What follows belongs to an exercise in optimizing a design on an open flow for small area, a short achievable clock period and few clock cycles per item; a production flow would make more cautious choices.
No run shown here included a check of the RTL's function; only the layout flow was run.

==> flow/design.v (outline; a module is shown in full before it is edited, if it fits) <==
// module calc: 7643 lines
// module calc_fa: 6 lines
// module calc_ha: 6 lines
module calc(clk,rst,A,B,C,pushA,stopA,pushB,stopB,pushC,stopC,Z,pushZ);
  // ...
==> flow/flow/run.sh <==
#!/bin/bash
# The standard layout (the standard.sh: ORFS synthesis, floorplan, placement, CTS and
# routing, unchanged) with its timing repair aiming for a setup slack of 5.75 ns, and with buf_1 as the cell that buffers each port.
set -euo pipefail
bash standard.sh SETUP_SLACK_MARGIN=5.75 "BUFFER_PORTS_ARGS=-buffer_cell sky130_fd_sc_hd__buf_1" finish > standard_make.log 2>&1
==> flow/standard.sh <==
#!/bin/bash
# synth_recipe.tcl (not shown) runs the flow's synth.tcl, then flattens the netlist and writes it again
# the make line also repeats each setting of config.mk as NAME=value (left out here)
make -C /OpenROAD-flow-scripts/flow DESIGN_CONFIG=/design/flow/config.mk WORK_HOME=/design/flow/orfs CLKGATE_MAP_FILE= SYNTH_SCRIPT=/design/flow/synth_recipe.tcl "${@:-finish}"
==> flow/config.mk <==
export PLATFORM = sky130hd
export DESIGN_NAME = calc
export DESIGN_NICKNAME = calc
export VERILOG_FILES = /design/flow/design.v
export SDC_FILE = /design/flow/constraint.sdc
export NUM_CORES = 4
export LEC_CHECK = 0
export CAP_MARGIN = 20
export CORE_MARGIN = 2
export CORE_UTILIZATION = 62
export CTS_CLUSTER_DIAMETER = 80
export CTS_CLUSTER_SIZE = 24
export SLEW_MARGIN = 20
export SYNTH_HIERARCHICAL = 1
export SYNTH_MINIMUM_KEEP_SIZE = 0
==> flow/constraint.sdc <==
create_clock -name core_clock -period 9.0 [get_ports {clk}]
set_input_delay 1.8000 -clock core_clock [delete_from_list [all_inputs] [get_ports {clk}]]
set_output_delay 1.8000 -clock core_clock [all_outputs]
set_load 0.01 [all_outputs]
==> reports/results.ini, run 1 <==
[layout]
nFlopsAndLatches=1242
final_cell_mix=fa_1, xnor2_1, dfxtp_1
nFillCells=10665
multi_input_area_share_pct=63.58
final_nets=9042
antennaDiodeCount=11
reg_top3=ra (32), rb (32), rc (32)
instances_no_fill=9102

[global_route]
grt_start_max_net_pins=65

[yosys]
syn_area_um2=88000
synth_top_area_cell=fa_1
synth_top_area_share_pct=34.67

[placed_design]
portBuffers=136
dpl_cell_area_um2=89980

[detailed_routing]
postRouteAntennaNets=0
routed-via-count=58103
highest_layer=met5
wl_met1_mm=102.6

[worst_setup_path]
startpoint_type=register
reg2reg_depth=6
cp.required_ns=9.63

[run_status]
outcome=timing/DRC/antenna clean

[cts]
clock-root-buffer=clkbuf_16
hold_buffers=0
insertion_delay_ns=0.74

[timing]
fin_crit_ns=3.633
fin_crit_sh_pct=40.37

==> run 2, diff against run 1 <==
==> flow/flow/run.sh (replaced) <==
#!/bin/bash
# The standard layout (the standard.sh: ORFS synthesis, floorplan, placement, CTS and
# routing, unchanged) with its timing repair aiming for a setup slack of 5.65 ns, and with buf_1 as the cell that buffers each port.
set -euo pipefail
bash standard.sh SETUP_SLACK_MARGIN=5.65 "BUFFER_PORTS_ARGS=-buffer_cell sky130_fd_sc_hd__buf_1" finish > standard_make.log 2>&1
==> reports/results.ini, run 2 <==
[run_status]
outcome=timing/DRC/antenna clean

[worst_setup_path]
path_max_fanout=1
reg2reg_from=p2_c1465
cp.required_ns=9.63  ; about the same
rrSetupSlack_ns=5.39
arrival_ns=4.24
reg2reg_to=p3_s2075
crit_type=register to register
startpoint_type=register
cp-end-kind=register
reg2reg_depth=6  ; unchanged

[floorplan]
io_pins=137
die_y_um=380.8
coreArea_um2=141200
rows=138
die_area_um2=145000
initial_utilization_pct=62.31
die_width_um=380.8

[detailed_routing]
routed-via-count=57754  ; -0.60%
routedWlPerCell_um=30.91
drc=0
totalWireLength_mm=279.9
met2_length_mm=128.2
wl_met3_mm=27.65
wl_met1_mm=101.8  ; -0.74%
drt_first_iter_violations=6163
highest_layer=met5
firstDrtPassIters=7
postRouteAntennaNets=0  ; unchanged
vias_per_cell=6.377

[layout]
layout-drive-gt1-share_pct=6.968
final_nets=9006  ; -0.40%
final_common_cell=fa_1
final_cell_mix=fa_1, dfxtp_1, xnor2_1
reg_top3=ra (32), rb (32), rc (32)
syn_to_final_growth_pct=6.627

[min_path]
hold-path-cell-count=0
min_from=p3_rc18
min_to=p4_rc18
min_path_type=register to register

[global_route]
grt-ovfl-total=0
antenna_found_initial=10
grt.total_usage_pct=38.66
grt_start_max_net_pins=59  ; -9.2%
grt_pass1_vias=61292
grt_first_pass_wirelength_mm=408.5

[cts]
tritoncts=yes
clock-root-buffer=clkbuf_16
insertion_delay_ns=0.74  ; about the same
cts-buffers-inserted=78
cts_buffer_depth=3
htree_levels=3
path_clk_slew_ns=0.09
cts.sinks=1242

[yosys]
synthTopCellsByCount=fa_1, dfxtp_1, xnor2_1
synth_cell_types=71
synth.most_common_cell=fa_1
synth-edff-count=96
synthTopCellsByArea=fa_1, dfxtp_1, xnor2_1
ys.flop_type=dfxtp_1
syn_area_um2=88000  ; unchanged
synth_top_area_share_pct=34.67  ; unchanged
async_flop_share_pct=0.8857
synth.avg_cell_area_um2=12.16
syn_inst=7240
seq_area_frac_synth_pct=29.41
synth_top_area_cell=fa_1
yosysWarnings=7
ys_seq_elements=1242

[timing]
slew_viol_final=0
fin_crit_ns=3.609  ; -0.02399 ns
worstMarginPinSlew_ns=1.043
fin_skew_ns=0.04893
relSlewSlack_pct=29.97
hold_viol=0
fin_crit_sh_pct=40.10  ; -0.27 points
grt_setup_unrepaired=yes
finalSetupViolations=0
max_freq_mhz=277.1
fin_tns_setup_ns=0

[placed_design]
dp.final_hpwl_mm=195.2
portBuffers=136  ; unchanged
gp_congestion=0.9984

[run]
drv_cap=0

==> run 2: cell counts after synthesis <==
Identical to the previous run, type by type.
==> run 2: worst max-delay path: stages, from the launching register on <==
cell,delay [ns]
dfxtp_2,0.34
fa_1,0.50
fa_2,0.69
fa_1,0.52
fa_1,0.47
fa_2,0.57
fa_2,0.44
==> run 2: cell type report <==
cell class	count	area, um2
Multi-Input combinational cell	5418	60210
Fill cell	10847	47400
Sequential cell	1242	26040
Timing Repair Buffer	335	2387
Tap cell	1890	2365
Clock buffer	88	2021
Clock inverter	44	668.1
Inverter	34	127.6
Antenna cell	6	15.01
==> run 2: modules after synthesis, one instance, submodules excluded <==
module	area [um2]	flops+latches	times used	cells
calc_ha	12.51	0	151	1
calc	55650	1242	1	5567
calc_fa	20.02	0	1522	1
==> run 2: per-stage QoR <==
step | cell area [um2] | std cells | hold WS [ns] | utilization, % | setup slack [ns]
CTS | 93110 | 9030 | 0.3247 | 65.93 | 5.425
floorplan | 88160 | 7268 | 0.3096 | - | 5.651
finish | 93840 | 9057 | 0.3205 | 66.44 | 5.391
detailed placement | 90000 | 8882 | 0.3121 | 63.72 | 5.113
global placement | 89980 | 8881 | 0.3098 | 63.71 | 5.150
global route | 93820 | 9051 | 0.3260 | 66.43 | 5.382
==> run 2: how the worst max path moves through the flow <==
| stage | start | slack [ns] | end | depth (start not counted) |
|---|---|---|---|---|
| floorplan | p3_rc0 | 5.65 | p4_sum214828 | 14 |
| global placement | p4_sum214810 | 5.15 | p5_w3540 | 10 |
| detailed placement | p4_sum214810 | 5.11 | p5_w3540 | 10 |
| CTS | p2_c1465 | 5.42 | p3_s2075 | 6 |
| global route | p2_c1471 | 5.38 | p3_s2079 | 6 |
| finish | p2_c1465 | 5.39 | p3_s2075 | 6 |
==> run 2: logic make-up (layout without fill, tap and decap cells) <==
| group | after synthesis | in the layout | share of synthesized area, % |
|---|---|---|---|
| AO/OA/AOI/OAI | 1106 | 1106 | 9.001 |
| flip-flops | 1242 | 1242 | 29.41 |
| other | 1 | 35 | 0.004261 |
| buffers and inverters | 608 | 501 | 2.734 |
| XOR/XNOR | 1169 | 1169 | 11.63 |
| AND/OR/NAND/NOR | 1317 | 1317 | 8.673 |
| adder cells (fa/ha/maj) | 1796 | 1796 | 38.54 |
| multiplexers | 1 | 1 | 0.01137 |
==> run 2: what timing repair did <==
item,4_1_cts,5_1_grt
pin swaps,20,26
buffers inserted,16,21
hold buffers,0,0
gates resized for setup,90,130
setup endpoints to repair,243,134
==> run 2: per-layer routing <==
| metal | GRT usage, % | up-vias |
|---|---|---|
| li1 | - | 23422 |
| met1 | 48.04 | 29526 |
| met2 | 60.72 | 3725 |
| met3 | 9.732 | 1079 |
| met4 | 24.44 | 2 |
| met5 | 0 | - |

what the ideal ports hide:
No port has a modelled driver above. Below, the same layouts with a new extraction and two added sets of constraints. Step 1 assumes that a clkbuf_16 drives the clock port and a buf_2 every other input. Step 2 times the ports against the registers' clock, not the clock port: input delays grow and output delays shrink by t, the midpoint of the rising clock arrivals with the driver on. Slacks: ideal ports / drivers / drivers and shift; pairs: ideal ports / drivers.
run	shift t [ns]	setup slack, ns	worst register clock-pin slew, ns	cell pins on the clock port's net
run 1	0.806	5.367 / 5.367 / 5.367	0.10 / 0.10	1
run 2	0.800	5.391 / 5.391 / 5.391	0.10 / 0.10	1
After both steps setup and hold are still met in every run listed.
